Background: an optimization exercise with open tools, aiming at small area and a short achievable clock period. Do not read the settings as production practice. Function was checked by simulation only, so behaviour that the tests miss may differ from the original.

## flow/design.v (module list and top-level ports; edited modules follow where they fit)
// module a21oi_cell: 3 lines
// module o21ai_cell: 3 lines
// module a22oi_cell: 3 lines
// module or2_cell: 3 lines
// module nand2_cell: 3 lines
// module nor2_cell: 3 lines
// module inv_cell: 3 lines
// module xor2_cell: 3 lines
// module xnor2_cell: 3 lines
// module fa_cell: 4 lines
// module ha_cell: 4 lines
// module smul18: 1585 lines
// module cube18: 1585 lines
// module sq18: 760 lines
// module euler_ode_solver: 1492 lines
module euler_ode_solver
(
  input  signed [17:0] k1, k13, k2, k23, km, km3, D1, D2,
  input  signed [17:0] init_v1, init_v2,
  input  signed [17:0] init_x1, init_x2,
  input                clk, reset,
  input          [3:0] dt,
  output signed [17:0] x1, x2
);
  // ...
==> flow/flow/run.sh <==
#!/bin/bash
# Standard ORFS layout (standard.sh) with two changes to synthesis only:
#  * Yosys's generic synth skips its internal "abc -fast" (synth -noabc), so the
#    explicit adder trees of the RTL are not restructured before mapping;
#  * instances of the RTL's cell wrapper modules (fa_cell, ha_cell, a21oi_cell, ...:
#    plain gates with behavioural bodies) are mapped straight onto the same library cells
#    (flow/cells_map.v), right after elaboration.
# Everything else (flip-flop mapping, final abc, flattening, renaming, and all
# later steps) is the standard flow.
# Timing repair (after CTS and after global routing) aims for 18 ns of setup
# slack on the worst 5% of endpoints, so critical paths get upsized/buffered.
set -euo pipefail
here=$(pwd)
map="$here/flow/cells_map.v"
sed "0,/^hierarchy -check -top \$::env(DESIGN_NAME)\$/s||hierarchy -check -top \$::env(DESIGN_NAME)\ntechmap -map $map|" \
  "$FLOW_HOME/scripts/synth.tcl" > orfs_synth.tcl
grep -q "^techmap -map $map\$" orfs_synth.tcl
sed -e 's/^proc synth {args} { yosys synth -nofsm -noshare {\*}\$args }$/proc synth {args} { yosys synth -nofsm -noshare -noabc {*}$args }/' \
    -e "s|^source \$::env(SCRIPTS_DIR)/synth.tcl\$|source $here/orfs_synth.tcl|" synth_recipe.tcl > flow_synth.tcl
grep -q -- '-noabc' flow_synth.tcl
grep -q "^source $here/orfs_synth.tcl\$" flow_synth.tcl
bash standard.sh SYNTH_SCRIPT="$here/flow_synth.tcl" SETUP_SLACK_MARGIN=18 TNS_END_PERCENT=5 finish > flow_make.log 2>&1
test -f out/final.def
==> flow/flow/cells_map.v <==
module fa_cell (input a, input b, input c, output s, output co);
  sky130_fd_sc_hd__fa_1 _TECHMAP_REPLACE_ (.A(a), .B(b), .CIN(c), .SUM(s), .COUT(co));
endmodule
module ha_cell (input a, input b, output s, output co);
  sky130_fd_sc_hd__ha_1 _TECHMAP_REPLACE_ (.A(a), .B(b), .SUM(s), .COUT(co));
endmodule
module a21oi_cell (input a1, input a2, input b1, output y);
  sky130_fd_sc_hd__a21oi_1 _TECHMAP_REPLACE_ (.A1(a1), .A2(a2), .B1(b1), .Y(y));
endmodule

module o21ai_cell (input a1, input a2, input b1, output y);
  sky130_fd_sc_hd__o21ai_1 _TECHMAP_REPLACE_ (.A1(a1), .A2(a2), .B1(b1), .Y(y));
endmodule

module a22oi_cell (input a1, input a2, input b1, input b2, output y);
  sky130_fd_sc_hd__a22oi_1 _TECHMAP_REPLACE_ (.A1(a1), .A2(a2), .B1(b1), .B2(b2), .Y(y));
endmodule

module or2_cell (input a, input b, output y);
  sky130_fd_sc_hd__or2_1 _TECHMAP_REPLACE_ (.A(a), .B(b), .X(y));
endmodule

module nand2_cell (input a, input b, output y);
  sky130_fd_sc_hd__nand2_1 _TECHMAP_REPLACE_ (.A(a), .B(b), .Y(y));
endmodule

module nor2_cell (input a, input b, output y);
  sky130_fd_sc_hd__nor2_1 _TECHMAP_REPLACE_ (.A(a), .B(b), .Y(y));
endmodule

module inv_cell (input a, output y);
  sky130_fd_sc_hd__inv_1 _TECHMAP_REPLACE_ (.A(a), .Y(y));
endmodule

module xor2_cell (input a, input b, output y);
  sky130_fd_sc_hd__xor2_1 _TECHMAP_REPLACE_ (.A(a), .B(b), .X(y));
endmodule

module xnor2_cell (input a, input b, output y);
  sky130_fd_sc_hd__xnor2_1 _TECHMAP_REPLACE_ (.A(a), .B(b), .Y(y));
endmodule
==> flow/standard.sh <==
#!/bin/bash
# synth_recipe.tcl (not shown) runs the flow's synth.tcl, then flattens the netlist and writes it again
# the make line also repeats each setting of config.mk as NAME=value (left out here)
make -C /OpenROAD-flow-scripts/flow DESIGN_CONFIG=/design/flow/config.mk WORK_HOME=/design/flow/orfs CLKGATE_MAP_FILE= SYNTH_SCRIPT=/design/flow/synth_recipe.tcl "${@:-finish}"
==> flow/config.mk <==
export PLATFORM = sky130hd
export DESIGN_NAME = euler_ode_solver
export DESIGN_NICKNAME = euler_ode_solver
export VERILOG_FILES = /design/flow/design.v
export SDC_FILE = /design/flow/constraint.sdc
export NUM_CORES = 4
export LEC_CHECK = 0
export CAP_MARGIN = 20
export CORE_MARGIN = 2
export CORE_UTILIZATION = 40
export SLEW_MARGIN = 20
==> flow/constraint.sdc <==
create_clock -name core_clock -period 30.0 [get_ports {clk}]
set_input_delay 6.0000 -clock core_clock [delete_from_list [all_inputs] [get_ports {clk}]]
set_output_delay 6.0000 -clock core_clock [all_outputs]
set_load 0.01 [all_outputs]
==> results.txt, run 1 <==
- Max-slew headroom: 0.2451
- Met2 Use GR: 0.4853
- Non-CTS buffers: 1,122
- Cell Area, Synth: 109,500 sq um
- Root buf cell: clkbuf_16
- Average wire per standard cell: 26.30 um
- Non-clk buf share: 0.08392
- Most frequent cells in the layout: xor2_1 (1,955), a22oi_1 (1,723), fa_1 (1,685)
- Status: timing/DRC/antenna clean
- Routed wire length: 444.0 mm
- Drt pass-1 iters: 7
- Fin area: 132,000 sq um
- Via density: 6.162
- Post-CTS setup buffers: 296
- Bufs and invs on worst path: 3
- Top cells by area, synth: fa_1 (31%), xor2_1 (16%), a22oi_1 (12%)
- Grt met1 use: 0.4107
- Seq area share: 0.03338
- Register-to-Register Path Depth: 47
- CP Capture Type: register
- Worst Hold Endpoint: x2r[17]
- # H-tree levels: 2
- Post-route setup slack: 17,110 ps
- ClkCell Share: 0.009027
- Largest stage delay on the critical path: 600 ps
- Initial Util: 0.4011
- Count of multi-input gates: 11,410
- DR WL met2: 199.5 mm
==> inputs of run 2 (changes only) <==
--- a/flow/config.mk
+++ b/flow/config.mk
@@ -5,7 +5,7 @@
 export SDC_FILE = /design/flow/constraint.sdc
 export NUM_CORES = 4
 export LEC_CHECK = 0
-export CAP_MARGIN = 20
+export CAP_MARGIN = 0
 export CORE_MARGIN = 2
 export CORE_UTILIZATION = 40
-export SLEW_MARGIN = 20
+export SLEW_MARGIN = 0
==> run 2 against run 1 <==
  * Still clean on timing, DRC and antenna
  * First-iteration DRC count fell by 5.1%
  * Die area did not move
  * Area after synthesis unchanged
  * Global-route usage shrank 0.18 points
  * Clock skew decreased by 3.7 ps
  * Sequential cell count stayed put
  * Worst hold slack improved by 2.5 ps
  * Worst setup slack improved by 20 ps
  * Highest routed layer unchanged
==> results.txt, run 2 <==
- Max Freq: 77.72 MHz (was 77.60 MHz)
- Cell with the most instances after synthesis: xor2_1 (unchanged)
- Drt pass-1 iters: 7 (unchanged)
- Crit Path Category: input port to register (unchanged)
- CTS Sinks: 218 (unchanged)
- CP dominant cell by count: ha_4
- Final routed DRC violation total: 0 (unchanged)
- Worst setup SP type: input port (unchanged)
- Most common cell after layout, fill and taps aside: xor2_1 (unchanged)
- Slowest stage cell, crit path: fa_2 (was fa_1)
- # H-tree levels: 2 (unchanged)
- Core Area: 272,900 sq um (unchanged)
- Rows: 192 (unchanged)
- Fraction of layout cells with a size suffix above 1: 0.1731 (was 0.1604)
- Initial antenna violation count: 37 (was 42)
- Initial Util: 0.4011 (unchanged)
- Critical R2R Launch: r2[5] (was d2[1])
- Via density: 6.156 (was 6.162)
- Yosys reg bits: 218 (unchanged)
- Fillcell total: 25,900 (was 26,090)
- CTS Hold Buffers Added: 0 (unchanged)
- DRT iter0 DRCs: 11,020 (was 11,620)
- Total of max-cap violations: 0 (unchanged)
- Crit path time final: 12,870 ps (was 12,890 ps)
- CP Launch Point: init_x2[2] (was init_x2[0])
- First-pass GRT wire length: 667.2 mm (was 670.2 mm)
- CP Data Required Time: 30,530 ps (was 30,570 ps)
- Mapped Cells: 12,250 (unchanged)
- Post-route setup slack: 17,130 ps (was 17,110 ps)
- Die area: 277,900 sq um (unchanged)
- Critical Path Sink: d2[15] (was d2[16])
- Total track usage: 0.3103 (was 0.3122)
- CTS tree: built (unchanged)
- Cell Area, Synth: 109,500 sq um (unchanged)
- RSZ-0062 raised after global routing: yes (unchanged)
- Post-synth ARST share: 0 (unchanged)
- Top-area cell type share of the netlist area: 0.3149 (unchanged)
- Clk buf depth: 3 (unchanged)
- Ys flop type: dfxtp_1 (unchanged)
- Worst hold path type: register to register (unchanged)
- Final Hold Vio Count: 0 (unchanged)
- Ports: 258 (unchanged)
- Crit-path max FO: 6 (was 5)
- Largest stage delay on the critical path: 570 ps (was 600 ps)
- Max-slew headroom: 0.2157 (was 0.2451)
- Register-to-Register Path Depth: 48 (was 47)
- Synth-to-Final Area Change: 21.65% (was 20.54%)
- Worst EP arrival: 13,390 ps (was 13,460 ps)
- Synth cell types: 97 (unchanged)
- Final nets: 15,900 (was 15,840)
- Mapped Avg Cell Area: 8.933 sq um (unchanged)
- Crit Reg-Reg Endpoint: f2r[17] (was f1r[17])
- CTS buffer count: 35 (unchanged)
- Detail Route Antenna Nets: 0 (unchanged)
- Most frequent cells in the layout: xor2_1 (1,950), a22oi_1 (1,694), fa_1 (1,678) (was xor2_1 (1,955), a22oi_1 (1,723), fa_1 (1,685))
- Status: timing/DRC/antenna clean (unchanged)
- Via Count: 104,300 (was 104,000)
- Die Wd: 527.1 um (unchanged)
- CP Capture Type: register (unchanged)
- Worst-Skew Late Latency: 650 ps (was 660 ps)
- Tcrit/Tclk final: 0.4289 (was 0.4296)
- Sequential-to-total area share from yosys stat: 0.03987 (unchanged)
- Average wire per standard cell: 26.20 um (was 26.30 um)
- Root buf cell: clkbuf_16 (unchanged)
- IO Port Bufs: 257 (unchanged)
- GPL Wtd Cong: 1.019 (unchanged)
- Pin count of the biggest net entering global routing: 93 (unchanged)
- Top cells by area, synth: fa_1 (31%), xor2_1 (16%), a22oi_1 (12%) (unchanged)
- Slew @ Worst Pin: 1170 ps (was 1124 ps)
- Slew Limit Fails: 0 (unchanged)
- Ys Warns: 1 (unchanged)
- Setup TNS: 0 ps (unchanged)
- Post-place setup slack: 14,630 ps (about the same)
- Setup violations, final: 0 (unchanged)
- Hold slack final: 657.5 ps (was 655.0 ps)
- Routed wire length: 444.0 mm (about the same)
- Clock skew: 52.35 ps (was 56.02 ps)
- Largest area contributor in the netlist: fa_1 (unchanged)
- Vias in the first global route: 105,200 (was 105,100)
- Post-synth EDFFs: 0 (unchanged)
- Synth cell count leaders: xor2_1 (2,006), a22oi_1 (1,763), fa_1 (1,722), nand2_1 (1,352), a21oi_1 (810) (unchanged)
- Worst-path clk slew: 60 ps (about the same)
- DP Wirelength: 307.4 mm (about the same)
- Reg2reg setup slack: 17,660 ps (was 17,600 ps)
- Grt total ovfl: 0 (unchanged)
- Die Ht: 527.1 um (unchanged)
run 2: cell counts after synthesis:
No cell type changed its count.
run 2: layout make-up:
class                      count  area, sq um  share of cell area
multi-input combinational  11410       109600              0.8231
timing repair buffer        1182        11650             0.08749
tap                         3589         4491             0.03372
sequential                   218         4404             0.03307
inverter                     452         1748             0.01313
clock buffer                  44        949.7            0.007131
clock inverter                19        231.5            0.001738
antenna                       25        62.56           0.0004698
timing repair inverter         3        22.52           0.0001691
run 2: timing repair:
item,CTS,global route
gates resized for setup,1368,668
pin swaps,383,424
endpoints found under the hold margin,0,0
setup endpoints to repair,87,87
gates cloned,30,13
buffers inserted,279,163
run 2: per-stage QoR:
stage | instance area, sq um | std cells | util
after floorplan | 110200 | 12320 | -
after global placement | 120000 | 16370 | 0.4398
after detailed placement | 120000 | 16370 | 0.4398
after CTS | 129500 | 16740 | 0.4745
after global routing | 133100 | 16930 | 0.4878
final | 133200 | 16940 | 0.4880
run 2: kinds of logic after synthesis:
group | count (synthesis) | share of synthesized area
other cells | 2 | 0.00006860
buf+inv | 689 | 0.02427
fa+ha+maj | 2377 | 0.3898
flops | 218 | 0.03987
mux | 120 | 0.01437
simple gates | 2587 | 0.1049
xor+xnor | 2602 | 0.2083
compound gates | 3659 | 0.2185
run 2: worst max-delay path: cells and delay by family:
family          cells  cell delay (ps)
fa+ha+maj           9             3750
simple gates        3              300
compound gates     15             2500
xor+xnor            2              260
buf+inv             2              540
run 2: per-layer routing:
layer | vias up | wire length [um] | global-route usage
li1 | 45560 | - | -
met1 | 51770 | 174600 | 0.4082
met2 | 5802 | 198300 | 0.4791
met3 | 1166 | 43360 | 0.06112
met4 | 16 | 27610 | 0.1674
met5 | - | 108 | 0
run 2: worst min-delay path by stage:
stage,start,endpoint,slack (ps),cells past startpoint
2_1_floorplan,x2r[0],x2r[0],620,3
6_report,x2r[17],x2r[17],660,3
3_5_place_dp,x2r[17],x2r[17],640,3
5_1_grt,x2r[17],x2r[17],710,3
4_1_cts,x2r[17],x2r[17],660,3
3_3_place_gp,x2r[17],x2r[17],640,3
==> inputs of run 3 (changes only) <==
--- a/flow/config.mk
+++ b/flow/config.mk
@@ -5,7 +5,7 @@
 export SDC_FILE = /design/flow/constraint.sdc
 export NUM_CORES = 4
 export LEC_CHECK = 0
-export CAP_MARGIN = 0
+export CAP_MARGIN = 10
 export CORE_MARGIN = 2
 export CORE_UTILIZATION = 40
-export SLEW_MARGIN = 0
+export SLEW_MARGIN = 10
==> run 3 against run 2 <==
  * Sequential share of layout area about the same
  * Largest cell class unchanged
  * Wire length increased by 0.59%
  * Design area increased by 0.40%
  * Critical endpoint is now d2[16]
  * Synthesized cell count unchanged
  * Count of clock-buffer cells in the layout decreased by 6
  * Sequential cell count unchanged
  * Non-clock buffer count increased by 35
  * Cell count increased by 0.16%
  * Die area unchanged
==> results.txt, run 3 <==
- Status: timing/DRC/antenna clean (unchanged)
- Root buf cell: clkbuf_16 (unchanged)
- Grt total ovfl: 0 (unchanged)
- Vias in the first global route: 104,300 (was 105,200)
- Worst hold path type: register to register (unchanged)
- Largest stage delay on the critical path: 570 ps (about the same)
- Final Core Density: 0.4899 (was 0.4880)
- Top cells by area, synth: fa_1 (31%), xor2_1 (16%), a22oi_1 (12%) (unchanged)
- Simple-gate share of the synthesized area: 0.1049 (unchanged)
- Total of max-cap violations: 0 (unchanged)
- Initial antenna violation count: 36 (was 37)
- Total track usage: 0.3090 (was 0.3103)
- Die Ht: 527.1 um (unchanged)
- Max-slew headroom: 0.1811 (was 0.2157)
- CTS Hold Buffers Added: 0 (unchanged)
- Dpl cells: 16,370 (about the same)
- Average wire per standard cell: 26.32 um (was 26.20 um)
- Max Freq: 77.00 MHz (was 77.72 MHz)
- Post-synth ARST share: 0 (unchanged)
- Setup violations, final: 0 (unchanged)
- # H-tree levels: 2 (unchanged)
- Mux share of post-synthesis cell area: 0.01437 (unchanged)
- Synth Area in Adders: 0.3898 (unchanged)
- DRT iter0 DRCs: 12,120 (was 11,020)
- Post-synth EDFFs: 0 (unchanged)
- CP Data Required Time: 30,490 ps (was 30,530 ps)
- CTS buffer count: 34 (was 35)
- Die area: 277,900 sq um (unchanged)
- Synth Area in Compound Gates: 0.2185 (unchanged)
- Ys Warns: 1 (unchanged)
- Ys flop type: dfxtp_1 (unchanged)
- Synth-to-Final Area Change: 22.14% (was 21.65%)
- Final routed DRC violation total: 0 (unchanged)
- Synth cell types: 97 (unchanged)
- Layout Cells excl Fill: 16,970 (was 16,940)
- Synth cell count leaders: xor2_1 (2,006), a22oi_1 (1,763), fa_1 (1,722), nand2_1 (1,352), a21oi_1 (810) (unchanged)
- Final nets: 15,940 (was 15,900)
- Crit path time final: 12,990 ps (was 12,870 ps)
- Largest area contributor in the netlist: fa_1 (unchanged)
- Yosys reg bits: 218 (unchanged)
- Drt pass-1 iters: 7 (unchanged)
- CTS Sinks: 218 (unchanged)
- Routed wire length: 446.6 mm (was 444.0 mm)
- Fin area: 133,700 sq um (was 133,200 sq um)
- Slew @ Worst Pin: 1221 ps (was 1170 ps)
- Sequential-to-total area share from yosys stat: 0.03987 (unchanged)
- Fraction of layout cells with a size suffix above 1: 0.1765 (was 0.1731)
- Placed cell areas: 120,000 sq um (about the same)
- Worst setup SP type: input port (unchanged)
- Via density: 6.164 (was 6.156)
- First-pass GRT wire length: 663.8 mm (was 667.2 mm)
- Die Wd: 527.1 um (unchanged)
- Worst EP arrival: 13,480 ps (was 13,390 ps)
- Slew Limit Fails: 0 (unchanged)
- RSZ-0062 raised after global routing: yes (unchanged)
- Final Hold Vio Count: 0 (unchanged)
- Clock skew: 61.92 ps (was 52.35 ps)
- GPL Wtd Cong: 1.019 (unchanged)
- Slowest stage cell, crit path: fa_2 (unchanged)
- CP Capture Type: register (unchanged)
- Core Area: 272,900 sq um (unchanged)
- XOR/XNOR share of the synthesized area: 0.2083 (unchanged)
- Cell Area, Synth: 109,500 sq um (unchanged)
- Most frequent cells in the layout: xor2_1 (1,955), a22oi_1 (1,675), fa_1 (1,674) (was xor2_1 (1,950), a22oi_1 (1,694), fa_1 (1,678))
- Detail Route Antenna Nets: 0 (unchanged)
- Mapped Avg Cell Area: 8.933 sq um (unchanged)
- Tcrit/Tclk final: 0.4329 (was 0.4289)
- Via Count: 104,600 (was 104,300)
- Most common cell after layout, fill and taps aside: xor2_1 (unchanged)
- Top-area cell type share of the netlist area: 0.3149 (unchanged)
- Crit-path max FO: 6 (unchanged)
- Clk buf depth: 3 (unchanged)
- Pin count of the biggest net entering global routing: 93 (unchanged)
- Crit Path Category: input port to register (unchanged)
- IO Port Bufs: 257 (unchanged)
- CTS tree: built (unchanged)
- Ports: 258 (unchanged)
- Worst-Skew Late Latency: 650 ps (about the same)
- Worst-path clk slew: 60 ps (about the same)
- Cell with the most instances after synthesis: xor2_1 (unchanged)
- Initial Util: 0.4011 (unchanged)
- Setup TNS: 0 ps (unchanged)
- Mapped Cells: 12,250 (unchanged)
- Largest family of logic cells by synthesized area: adder cells (unchanged)
- DP Wirelength: 307.6 mm (was 307.4 mm)
- Rows: 192 (unchanged)
## run 3: cell type report
type | instances | area [sq um]
Tap cell | 3589 | 4491
Timing Repair Buffer | 1217 | 12270
Antenna cell | 20 | 50.05
Multi-Input combinational cell | 11410 | 109600
Sequential cell | 218 | 4404
Clock buffer | 38 | 907.1
Clock inverter | 22 | 242.7
Fill cell | 25870 | 139200
Timing Repair inverter | 3 | 20.02
Inverter | 452 | 1743
## run 3: metal layers
layer,vias to the layer above,global-route usage,share of wire
li1,45670,-,-
met1,51800,0.4068,0.39
met4,18,0.1534,0.059
met5,-,0,0.00023
met3,1092,0.06147,0.10
met2,6029,0.4821,0.45
## run 3: critical path: cells and delay by family
kind,cells,cell delay [ps]
adders and majority gates,8,3680
AOI/OAI and AO/OA,11,1960
and+or+nand+nor,8,820
buffers and inverters,3,690
xor gates and xnor gates,2,290
## run 3: timing repair
action                                   CTS  global route
cloned                                    24            35
endpoints found under the setup margin    87            87
gates resized for setup                 1188           907
buffers inserted                         241           219
pin swaps                                291           468
## run 3: final timing paths
check                           cells past startpoint  slack (ps)        from  endpoint
worst min register to register                      3         650     x2r[17]   x2r[17]
worst max-delay path                               32       17010  init_x2[2]    d2[16]
worst max register to register                     46       17650       d2[9]   f1r[17]
worst min-delay path                                3         650     x2r[17]   x2r[17]
## run 3: logic make-up (layout without fill, tap and decap cells)
family          count (synthesis)  in the layout
other cells                     2             87
flops                         218            218
fa+ha+maj                    2377           2377
compound gates               3659           3659
xor+xnor                     2602           2602
simple gates                 2587           2587
mux                           120            120
buf+inv                       689           1732
## run 3: through the flow
step / setup slack, ps / hold slack [ps]
after global placement: 14650 / 639.6
after CTS: 17180 / 660.1
after detailed placement: 14670 / 646.4
after floorplan: 17240 / 618.5
final: 17010 / 654.2
after global routing: 16800 / 712.0
==> inputs of run 4 (changes only) <==
--- a/flow/flow/run.sh
+++ b/flow/flow/run.sh
@@ -7,8 +7,8 @@
 #    (flow/cells_map.v), right after elaboration.
 # Everything else (flip-flop mapping, final abc, flattening, renaming, and all
 # later steps) is the standard flow.
-# Timing repair (after CTS and after global routing) aims for 18 ns of setup
-# slack on the worst 5% of endpoints, so critical paths get upsized/buffered.
+# Timing repair (after CTS and after global routing) aims for 20 ns of setup
+# slack on the worst 10% of endpoints, so critical paths get upsized/buffered.
 set -euo pipefail
 here=$(pwd)
 map="$here/flow/cells_map.v"
@@ -19,5 +19,5 @@
     -e "s|^source \$::env(SCRIPTS_DIR)/synth.tcl\$|source $here/orfs_synth.tcl|" synth_recipe.tcl > flow_synth.tcl
 grep -q -- '-noabc' flow_synth.tcl
 grep -q "^source $here/orfs_synth.tcl\$" flow_synth.tcl
-bash standard.sh SYNTH_SCRIPT="$here/flow_synth.tcl" SETUP_SLACK_MARGIN=18 TNS_END_PERCENT=5 finish > flow_make.log 2>&1
+bash standard.sh SYNTH_SCRIPT="$here/flow_synth.tcl" SETUP_SLACK_MARGIN=20 TNS_END_PERCENT=10 finish > flow_make.log 2>&1
 test -f out/final.def
--- a/flow/config.mk
+++ b/flow/config.mk
@@ -5,7 +5,7 @@
 export SDC_FILE = /design/flow/constraint.sdc
 export NUM_CORES = 4
 export LEC_CHECK = 0
-export CAP_MARGIN = 10
+export CAP_MARGIN = 20
 export CORE_MARGIN = 2
-export CORE_UTILIZATION = 40
-export SLEW_MARGIN = 10
+export CORE_UTILIZATION = 55
+export SLEW_MARGIN = 20
==> run 4 against run 3 <==
  * Synthesized cell count unchanged
  * Sequential cell count unchanged
  * Still clean on timing, DRC and antenna
  * Count of clock-buffer cells in the layout increased by 4
  * Wire length decreased by 2.6%
  * Core utilization increased by 17 points
  * Critical path depth decreased by 2
  * Cell count decreased by 6.1%
==> results.txt, run 4 <==
- Total track usage: 0.4207 (was 0.3090)
- Die Ht: 450.1 um (was 527.1 um)
- Ys flop type: dfxtp_1 (unchanged)
- Drt pass-1 iters: 7 (unchanged)
- Reg2reg setup slack: 17,500 ps (was 17,650 ps)
- Crit Path Category: input port to register (unchanged)
- Post-route setup slack: 17,090 ps (was 17,010 ps)
- Slew Limit Fails: 0 (unchanged)
- DRT iter0 DRCs: 13,530 (was 12,120)
- Post-synth ARST share: 0 (unchanged)
- Clk buf depth: 3 (unchanged)
- Worst setup SP type: input port (unchanged)
- Die Wd: 450.1 um (was 527.1 um)
- Initial antenna violation count: 24 (was 36)
- Worst-Skew Late Latency: 650 ps (about the same)
- Worst-path clk slew: 60 ps (about the same)
- Total of max-cap violations: 0 (unchanged)
- Hold_sp: x2r[0] (was x2r[17])
- Pin count of the biggest net entering global routing: 93 (unchanged)
- Crit Reg-Reg Endpoint: f2r[10] (was f1r[17])
- Synth-to-Final Area Change: 19.38% (was 22.14%)
- Sequential-to-total area share from yosys stat: 0.03987 (unchanged)
- Fraction of layout cells with a size suffix above 1: 0.1640 (was 0.1765)
- Bufs and invs on worst path: 2 (was 3)
- Top cells by area, synth: fa_1 (31%), xor2_1 (16%), a22oi_1 (12%) (unchanged)
- Via Count: 107,300 (was 104,600)
- Setup violations, final: 0 (unchanged)
- Ports: 258 (unchanged)
- Ys Warns: 1 (unchanged)
- Critical R2R Launch: dtr[1] (was d2[9])
- DP Wirelength: 308.3 mm (was 307.6 mm)
- Cell with the most instances after synthesis: xor2_1 (unchanged)
- Mapped Cells: 12,250 (unchanged)
- Initial Util: 0.5539 (was 0.4011)
- Crit-path max FO: 5 (was 6)
- RSZ-0062 raised after global routing: yes (unchanged)
- CP Launch Point: init_x2[5] (was init_x2[2])
- GPL Wtd Cong: 1.019 (about the same)
- Final Hold Vio Count: 0 (unchanged)
- Critical Path Sink: d2[14] (was d2[16])
- Root buf cell: clkbuf_16 (unchanged)
- Routed wire length: 435.2 mm (was 446.6 mm)
- CTS Sinks: 218 (unchanged)
- Final routed DRC violation total: 0 (unchanged)
- Met3 wire length: 46.99 mm (was 44.77 mm)
- Average wire per standard cell: 27.31 um (was 26.32 um)
- Tcrit/Tclk final: 0.4303 (was 0.4329)
- Hold Crit Depth: 3 (unchanged)
- Largest area contributor in the netlist: fa_1 (unchanged)
- Rows: 163 (was 192)
- Slew @ Worst Pin: 1237 ps (was 1221 ps)
- CP Data Required Time: 30,520 ps (was 30,490 ps)
- M1 WL: 162.4 mm (was 175.4 mm)
- Post-synth EDFFs: 0 (unchanged)
- Max-slew headroom: 0.1706 (was 0.1811)
- Worst hold path type: register to register (unchanged)
- Final nets: 15,860 (was 15,940)
- Mapped Avg Cell Area: 8.933 sq um (unchanged)
- CTS buffer count: 34 (unchanged)
- Most frequent cells in the layout: xor2_1 (1,955), a22oi_1 (1,713), fa_1 (1,670) (was xor2_1 (1,955), a22oi_1 (1,675), fa_1 (1,674))
- Via density: 6.733 (was 6.164)
- Register-to-Register Path Depth: 42 (was 46)
- Critical path's top delay family: adder cells (unchanged)
- Die area: 202,600 sq um (was 277,900 sq um)
- Core Area: 197,600 sq um (was 272,900 sq um)
- DR WL met2: 197.0 mm (was 199.9 mm)
- CTS Hold Buffers Added: 0 (unchanged)
- CTS tree: built (unchanged)
- Clock skew: 57.10 ps (was 61.92 ps)
- # H-tree levels: 2 (unchanged)
- IO Port Bufs: 257 (unchanged)
- DR top layer: met5 (unchanged)
- Max Freq: 77.47 MHz (was 77.00 MHz)
- Worst EP arrival: 13,430 ps (was 13,480 ps)
- Crit path time final: 12,910 ps (was 12,990 ps)
- Hold slack final: 673.2 ps (was 654.2 ps)
- Detail Route Antenna Nets: 0 (unchanged)
- Setup TNS: 0 ps (unchanged)
- Post-place setup slack: 14,780 ps (was 14,670 ps)
- Yosys reg bits: 218 (unchanged)
- CP Capture Type: register (unchanged)
- Largest stage delay on the critical path: 550 ps (was 570 ps)
- Synth cell count leaders: xor2_1 (2,006), a22oi_1 (1,763), fa_1 (1,722), nand2_1 (1,352), a21oi_1 (810) (unchanged)
- Top-area cell type share of the netlist area: 0.3149 (unchanged)
- Fillcell total: 16,300 (was 25,870)
- Status: timing/DRC/antenna clean (unchanged)
- Grt total ovfl: 0 (unchanged)
- Cell Area, Synth: 109,500 sq um (unchanged)
- First-pass GRT wire length: 667.5 mm (was 663.8 mm)
- Most common cell after layout, fill and taps aside: xor2_1 (unchanged)
- Synth cell types: 97 (unchanged)
- Slowest stage cell, crit path: fa_2 (unchanged)
- Vias in the first global route: 110,700 (was 104,300)
- Critical path depth in cells: 30 (was 32)
## run 4: changes by cell type in the layout (fill, tap and decap cells not counted), moves of 21 or more
| cell | change |
|---|---|
| clkdlybuf4s15_2 | +25 |
| xnor2_1 | +29 |
| a22oi_2 | -38 |
| inv_1 | +21 |
| dlymetal6s2s_1 | -40 |
| a22oi_1 | +38 |
| clkbuf_16 | -32 |
| clkbuf_2 | -23 |
| dlygate4sd2_1 | +29 |
## run 4: area by class of cell
type	instances	area (sq um)	area share
multi-input cells	11410	108700	0.8320
repair buffers	1144	11320	0.08662
inverters	452	1735	0.01328
well taps	2640	3303	0.02528
diodes	12	30.03	0.0002298
clock inverters	15	197.7	0.001513
flip-flops and latches	218	4404	0.03370
clock buffers	42	950.9	0.007277
repair inverters	1	7.507	0.00005745
## run 4: worst min path at each step
stage                          to  slack (ps)
after global placement    x2r[17]         630
after global routing       x2r[0]         710
after detailed placement  x2r[17]         660
after floorplan            x2r[0]         620
after CTS                 x2r[17]         680
final                      x2r[0]         670
## run 4: routing by layer
metal	track usage	vias up
met1	0.5367	53020
met2	0.6607	7114
met5	0	-
li1	-	45490
met3	0.09558	1663
met4	0.2326	14
## run 4: kinds of logic (layout without fill, tap and decap cells)
logic type,after synthesis,count (layout),share of synthesized area
DFF,218,218,0.03987
and+or+nand+nor,2587,2587,0.1049
muxes,120,120,0.01437
AOI/OAI and AO/OA,3659,3659,0.2185
buffers and inverters,689,1654,0.02427
other,2,79,0.00006860
xor gates and xnor gates,2602,2602,0.2083
adders and majority gates,2377,2377,0.3898
## run 4: repair_timing
item	4_1_cts	5_1_grt
cloned	36	2
resized for setup	1640	274
setup buffers	335	84
pin swaps	531	122
endpoints found under the setup margin	119	90
## run 4: tightest hold or removal path: cells and delay by family (launching register included)
kind	cells	cell delay (ps)
flops	1	390
simple gates	2	110
fa+ha+maj	1	160
## run 4: per-stage QoR
step                  util  std cells  instance area [sq um]
detailed placement  0.6009      15410                 118800
floorplan                -      12320                 110300
global route        0.6612      15930                 130700
finish              0.6613      15940                 130700
CTS                 0.6517      15840                 128800
global placement    0.6007      15410                 118700
==> inputs of run 5 (changes only) <==
==> flow/run.sh (new file) <==
#!/bin/bash
# synth_recipe.tcl (not shown) runs the flow's synth.tcl, then flattens the netlist and writes it again
# the make line also repeats each setting of config.mk as NAME=value (left out here)
make -C /OpenROAD-flow-scripts/flow DESIGN_CONFIG=/design/flow/config.mk WORK_HOME=/design/flow/orfs CLKGATE_MAP_FILE= SYNTH_SCRIPT=/design/flow/synth_recipe.tcl finish
--- a/flow/config.mk
+++ b/flow/config.mk
@@ -7,5 +7,6 @@
 export LEC_CHECK = 0
 export CAP_MARGIN = 20
 export CORE_MARGIN = 2
-export CORE_UTILIZATION = 55
+export CORE_UTILIZATION = 40
+export SETUP_SLACK_MARGIN = 5
 export SLEW_MARGIN = 20
removed: flow/flow/run.sh
removed: flow/flow/cells_map.v
removed: flow/standard.sh
==> run 5 against run 4 <==
  * Still clean
  * Synthesized cell count grew 65%
  * First-iteration DRC count rose by 27%
  * Clock skew increased by 7.4 ps
  * Design area rose by 12%
  * Core utilization shrank 24 points
  * Count of clock-buffer cells in the layout fell by 8
  * Sequential cell count is the same
  * Sequential share of layout area is 0.33 points lower
  * Worst hold slack gained 54 ps
  * Via count grew 32%
  * Critical endpoint is now d2[15]
  * Highest routed layer unchanged
==> results.txt, run 5 <==
- Sequential-to-total area share from yosys stat: 0.03124 (was 0.03987)
- Die area: 354,000 sq um (was 202,600 sq um)
- Final Core Density: 0.4190 (was 0.6613)
- Most frequent cells in the layout: inv_1 (2,517), nand2_1 (2,418), nor2_1 (2,123) (was xor2_1 (1,955), a22oi_1 (1,713), fa_1 (1,670))
- Worst EP arrival: 18,850 ps (was 13,430 ps)
- Clk buf depth: 3 (unchanged)
- First-pass GRT wire length: 818.5 mm (was 667.5 mm)
- Cell with the most instances after synthesis: inv_1 (was xor2_1)
- Clock skew: 64.49 ps (was 57.10 ps)
- Worst-path clk slew: 70 ps (was 60 ps)
- CTS Hold Buffers Added: 0 (unchanged)
- Pin count of the biggest net entering global routing: 152 (was 93)
- Ys flop type: dfxtp_1 (unchanged)
- Slew @ Worst Pin: 1273 ps (was 1237 ps)
- Synth cell types: 89 (was 97)
- Fillcell total: 36,540 (was 16,300)
- Slew Limit Fails: 0 (unchanged)
- Detail Route Antenna Nets: 0 (unchanged)
- Crit path time final: 18,280 ps (was 12,910 ps)
- Average wire per standard cell: 22.77 um (was 27.31 um)
- Slowest stage cell, crit path: clkinv_1 (was fa_2)
- Worst-Skew Late Latency: 690 ps (was 650 ps)
- Final nets: 21,750 (was 15,860)
- CTS tree: built (unchanged)
- IO Port Bufs: 257 (unchanged)
- Synth cell count leaders: inv_1 (2,517), nand2_1 (2,418), nor2_1 (2,166), clkbuf_1 (1,772), a21oi_1 (1,752) (was xor2_1 (2,006), a22oi_1 (1,763), fa_1 (1,722), nand2_1 (1,352), a21oi_1 (810))
- Via Count: 142,100 (was 107,300)
- Most common cell after layout, fill and taps aside: inv_1 (was xor2_1)
- Post-synth ARST share: 0 (unchanged)
- CTS Sinks: 218 (unchanged)
- Grt total ovfl: 0 (unchanged)
- Largest stage delay on the critical path: 830 ps (was 550 ps)
- Total track usage: 0.2935 (was 0.4207)
- Ys Warns: 1 (unchanged)
- Yosys reg bits: 218 (unchanged)
- Die Ht: 595.0 um (was 450.1 um)
- Initial antenna violation count: 34 (was 24)
- CP dominant cell by count: fa_1
- Core Area: 348,600 sq um (was 197,600 sq um)
- Ports: 258 (unchanged)
- Register area: 4447 sq um (was 4404 sq um)
- Register-to-Register Path Depth: 65 (was 42)
- Top-area cell type share of the netlist area: 0.2359 (was 0.3149)
- Worst setup SP type: input port (unchanged)
- Routed wire length: 538.1 mm (was 435.2 mm)
- Initial Util: 0.4007 (was 0.5539)
- Worst hold path type: register to register (unchanged)
- Final Hold Vio Count: 0 (unchanged)
- Setup violations, final: 0 (unchanged)
- Mapped Avg Cell Area: 6.913 sq um (was 8.933 sq um)
- Max Freq: 54.72 MHz (was 77.47 MHz)
- CP Capture Type: register (unchanged)
- CTS buffer count: 30 (was 34)
- Post-synth EDFFs: 0 (unchanged)
- Mapped Cells: 20,210 (was 12,250)
- RSZ-0062 raised after global routing: no (was yes)
- Crit-path max FO: 37 (was 5)
- Post_cts resized: 0 (was 1,640)
- Root buf cell: clkbuf_16 (unchanged)
- Cell Area, Synth: 139,700 sq um (was 109,500 sq um)
- GPL Wtd Cong: 0.9849 (was 1.019)
- Drt pass-1 iters: 9 (was 7)
- Hold Crit Depth: 3 (unchanged)
- Tcrit/Tclk final: 0.6092 (was 0.4303)
- Post-CTS setup buffers: 0 (was 335)
- Vias in the first global route: 129,800 (was 110,700)
- DRT iter0 DRCs: 17,170 (was 13,530)
- Top cells by area, synth: fa_1 (24%), ha_1 (8.0%), inv_1 (6.8%) (was fa_1 (31%), xor2_1 (16%), a22oi_1 (12%))
- Synth-to-Final Area Change: 4.553% (was 19.38%)
- Die Wd: 595.0 um (was 450.1 um)
- Largest area contributor in the netlist: fa_1 (unchanged)
- Setup TNS: 0 ps (unchanged)
- CP Data Required Time: 30,570 ps (was 30,520 ps)
- Via density: 6.014 (was 6.733)
- Crit Path Category: input port to register (unchanged)
- Max-slew headroom: 0.1452 (was 0.1706)
- Fraction of layout cells with a size suffix above 1: 0.05158 (was 0.1640)
- Status: timing/DRC/antenna clean (unchanged)
- Total of max-cap violations: 0 (unchanged)
- Final routed DRC violation total: 0 (unchanged)
- Multi-input gate area: 118,800 sq um (was 108,700 sq um)
- DP Wirelength: 395.4 mm (was 308.3 mm)
- Rows: 217 (was 163)
- Hold slack final: 727.5 ps (was 673.2 ps)
- # H-tree levels: 1 (was 2)
[run 5: changes by cell type after synthesis, moves of 942 or more]
cell / delta
nand2_1: +1066
nor2_1: +1683
a22oi_1: -1370
a21oi_1: +942
o21ai_0: +1083
clkbuf_1: +1572
inv_1: +2073
xor2_1: -1728
[run 5: cell type report]
type,count,share of cell area
Antenna cell,16,0.0002741
Multi-Input combinational cell,15400,0.8131
Clock inverter,22,0.002150
Timing Repair Buffer,789,0.04363
Clock buffer,34,0.005380
Tap cell,4599,0.03940
Inverter,2553,0.06561
Sequential cell,218,0.03045
[run 5: worst paths after layout]
check | from | endpoint | slack [ps]
setup / recovery | dt[0] | d2[15] | 11720
hold / removal | x1r[17] | x1r[17] | 730
setup reg to reg | r2[3] | f2r[17] | 12000
hold reg to reg | x1r[17] | x1r[17] | 730
[run 5: layer usage]
metal	track usage	wire (um)
met5	0	138
met4	0.1293	27310
met3	0.04188	49320
met2	0.4412	229900
met1	0.4162	231500
[run 5: cells by family after synthesis]
logic type                 synth area share
xor gates and xnor gates            0.04641
DFF                                 0.03124
AOI/OAI and AO/OA                    0.2669
and+or+nand+nor                      0.1652
muxes                               0.02331
adders and majority gates            0.3435
buffers and inverters                0.1234
[run 5: per-stage QoR]
| stage | area (sq um) | setup slack [ps] | std cells |
|---|---|---|---|
| detailed placement | 144900 | 11220 | 23560 |
| global placement | 144900 | 11390 | 23560 |
| finish | 146100 | 11720 | 23630 |
| CTS | 146000 | 11890 | 23620 |
| floorplan | 139700 | 14010 | 20210 |
| global route | 146000 | 10680 | 23630 |
[run 5: worst max-delay path: cells and delay by family]
family	cells	cell delay (ps)
AO/OA/AOI/OAI	21	5020
adder cells (fa/ha/maj)	8	3760
buffers and inverters	6	2190
AND/OR/NAND/NOR	5	930
XOR/XNOR	1	740
multiplexers	1	140

==> separate check: timing with driven ports <==
The flow's constraints put no driver on any port. The routed layouts listed below were extracted and timed again, unchanged, in two steps.
Step 1 (the two cells are an assumption about what drives the block):
set clk [get_ports {clk}]
set_driving_cell -lib_cell sky130_fd_sc_hd__clkbuf_16 $clk
set_driving_cell -lib_cell sky130_fd_sc_hd__buf_2 [delete_from_list [all_inputs] $clk]
Step 2 times the ports against the registers' clock, not the clock port: input delays grow and output delays shrink by t, the midpoint of the rising clock arrivals with the driver on.
Three values: ideal, step 1, step 2; two values: the first two.
| run | shift t [ns] | setup slack, ns | worst hold slack (ns) | worst data-port slew with drivers (ns) | cell pins on the clock port's net |
|---|---|---|---|---|---|
| run 1 | 0.725 | 17.113 / 17.050 / 16.325 | 0.655 / 0.655 / 0.655 | 0.23 | 1 |
| run 2 | 0.716 | 17.133 / 17.110 / 16.394 | 0.657 / 0.657 / 0.657 | 0.25 | 1 |
| run 3 | 0.711 | 17.013 / 16.965 / 16.255 | 0.654 / 0.654 / 0.654 | 0.25 | 1 |
| run 4 | 0.700 | 17.091 / 17.103 / 16.404 | 0.673 / 0.673 / 0.673 | 0.22 | 1 |
| run 5 | 0.738 | 11.724 / 11.768 / 11.029 | 0.728 / 0.728 / 0.728 | 0.32 | 1 |
After both steps every run listed still meets setup and hold. The setup slack of run 1, which loses most, moves by -0.063 ns with the drivers and by -0.788 ns with both steps.
